Background: an optimization exercise with open tools, aiming at small area. Do not read the settings as production practice.
At most, simulation tests tie the RTL to the original design; equivalence was not proved.
Power and IR drop assume default switching activity.

Design tetris_top, start of the top module:
module tetris_top(
    input clk,  
    input reset_n,  
    input [3:0] usr_btn,
    input [3:0] usr_sw,
    output [3:0] usr_led,
    output VGA_HSYNC, VGA_VSYNC,
    output [3:0] VGA_RED, VGA_GREEN, VGA_BLUE
);
parameter system_clk = 30_720;  
reg vga_clk;
always @(posedge clk) begin
    if (reset_n == 1'b0) vga_clk <= 1'b0;
    else vga_clk <= !vga_clk;
end
parameter WIDTH = 640;
parameter HEIGHT = 480;
wire vedio_on, pixel_tick;
wire [9:0] pixel_y;
wire [9:0] pixel_x;
reg [4:0] rgb_reg;
reg [4:0] rgb_next;
wire [20:0] rgb_oh = 21'd1 << rgb_reg;
wire [11:0] rgb_out;
assign rgb_out[0] = |(rgb_oh & 21'h03120c);
assign rgb_out[1] = |(rgb_oh & 21'h08510c);
assign rgb_out[2] = |(rgb_oh & 21'h02900c);
assign rgb_out[3] = |(rgb_oh & 21'h04108c);
assign rgb_out[4] = |(rgb_oh & 21'h031158);
assign rgb_out[5] = |(rgb_oh & 21'h007058);
assign rgb_out[6] = |(rgb_oh & 21'h029058);
assign rgb_out[7] = |(rgb_oh & 21'h04305a);
assign rgb_out[8] = |(rgb_oh & 21'h133932);
assign rgb_out[9] = |(rgb_oh & 21'h107432);
assign rgb_out[10] = |(rgb_oh & 21'h02b032);
assign rgb_out[11] = |(rgb_oh & 21'h0430b2);
assign {VGA_RED, VGA_GREEN, VGA_BLUE} = rgb_out;
vga_sync vga(.clk(clk), .ce(!vga_clk), .reset(~reset_n), .visible(vedio_on),
            .p_tick(pixel_tick), .pixel_x(pixel_x), .pixel_y(pixel_y),
            .oHS(VGA_HSYNC), .oVS(VGA_VSYNC));
wire [9:0] h = pixel_x;
wire [9:0] v = pixel_y;
wire [5:0] bw = h[9:4] - 6'd15;                         
wire [5:0] bh = 6'd25 - v[9:4] - (v[3:0] != 4'd0);      
  ...
For scale: ~6500 cells after synthesis, ~980 flip-flops, roughly 28 I/O pins, ~0.054 mm^2 of cells after synthesis.
clock: 28.0 ns
lec_check: 0
abc_area: 1
cap_margin: 20
core_margin: 2
core_utilization: 60
cts_buf_list: sky130_fd_sc_hd__clkbuf_16
cts_cluster_diameter: 90
cts_cluster_size: 20
place_density: 0.7
slew_margin: 20
run.sh (not shown) runs the stock make flow with config.mk's settings and CLKGATE_MAP_FILE= SYNTH_SCRIPT=/design/flow/synth_recipe.tcl, a recipe that flattens the netlist after the stock synthesis.
==> next run, changes <==
Settings changed: CORE_UTILIZATION 60 to 45, PLACE_DENSITY 0.7 to 0.6.
Effect:
- routed wire length rose by a few percent
- via count fell slightly
- utilization fell by 16 points
- total power rose slightly
- first-iteration DRC count fell by a few percent
- synthesized cell count stays the same
- setup slack loses 200 ps
- sequential share of layout area fell by 0.49 points
==> next run, changes <==
Settings changed: GPL_TIMING_DRIVEN set to 0.
The new run finished with timing, DRC and antenna clean.
Register-to-register slack loses 80 ps.
Routed wire length grows by a quarter to a third.
Hold slack is about the same.
Power grows by a few percent.
Core utilization grows by 0.63 points.
Setup slack loses 570 ps.


middle:
tetris_top, a different RTL version from the one above (not shown whole).
Size: ~5800 cells after synthesis, ~1000 flip-flops, ~28 I/O pins, about 0.057 mm² of cells after synthesis.
Settings: LEC_CHECK=0, CAP_MARGIN=5, CORE_MARGIN=2, CORE_UTILIZATION=45, CTS_BUF_LIST=sky130_fd_sc_hd__clkbuf_8, PLACE_DENSITY=0.6, SLEW_MARGIN=5; clock period 28.0 ns.
Modified inputs, south compared to middle
Settings: CAP_MARGIN changed from 5 to 20; SLEW_MARGIN changed from 5 to 20; CTS_BUF_LIST removed (was sky130_fd_sc_hd__clkbuf_8).
[summary]
The power number comes out lower for middle vs south.
Relative to middle, clock-buffer cell count has gone down in south.
Post-route worst setup slack in south is 0.062 ns higher than in middle
When south is measured against middle, its register share of the cell area turns out 0.28 points lower.
south contains fewer vias than middle.


tetris_top, a different RTL version from the one above (not shown whole).
For scale: ~6300 cells after synthesis, ~1000 flip-flops, roughly 28 I/O pins.
Settings: LEC_CHECK=0, CAP_MARGIN=20, CORE_MARGIN=2, CORE_UTILIZATION=45, PLACE_DENSITY=0.6, SLEW_MARGIN=20; clock period 28.0 ns.
The baseline completed with no timing, DRC or antenna violations.
Then changed:
--- a/flow/config.mk
+++ b/flow/config.mk
@@ -7,2 +7,3 @@
 export LEC_CHECK = 0
+export ABC_AREA = 1
 export CAP_MARGIN = 20
Global-route usage goes up by 2.8 points.
Sequential power hardly moves.
Power goes down by 0.64%.
Utilization hardly moves.
Final area goes up by 0.31%.
Hold slack is worse by 0.020 ns.
Routed wire length goes up by 13%.
Die area is about the same.
Setup slack is better by 0.012 ns.


Another version of the RTL of tetris_top (not shown whole).
Size: about 5500 cells after synthesis, about 980 flip-flops, ~28 I/O pins.
## tetris_top
module tetris_top(
    input clk,  
    input reset_n,  
    input [3:0] usr_btn,
    input [3:0] usr_sw,
    output [3:0] usr_led,
    output VGA_HSYNC, VGA_VSYNC,
    output [3:0] VGA_RED, VGA_GREEN, VGA_BLUE
);
clock: 28.0 ns
lec_check: 0
cap_margin: 5
core_margin: 2
core_utilization: 45
cts_buf_list: sky130_fd_sc_hd__clkbuf_8
cts_cluster_diameter: 70
cts_cluster_size: 14
place_density: 0.6
slew_margin: 5
The baseline went through all stages and came out clean.
Rerun with:
--- a/flow/config.mk
+++ b/flow/config.mk
@@ -10,5 +10,5 @@
 export CORE_UTILIZATION = 45
-export CTS_BUF_LIST = sky130_fd_sc_hd__clkbuf_8
-export CTS_CLUSTER_DIAMETER = 70
-export CTS_CLUSTER_SIZE = 14
+export CTS_BUF_LIST = sky130_fd_sc_hd__clkbuf_16
+export CTS_CLUSTER_DIAMETER = 100
+export CTS_CLUSTER_SIZE = 25
 export PLACE_DENSITY = 0.6
Setup slack got worse by 0.078 ns; die area stays the same; power fell by 1.8%; cell area came out lower by 0.39%; routed wire length falls by 0.99%; synthesized cell count is unchanged; sequential power is about the same; via count drops by 0.66%.
No run of this note included a check of the RTL's function; only the layout flow was run.
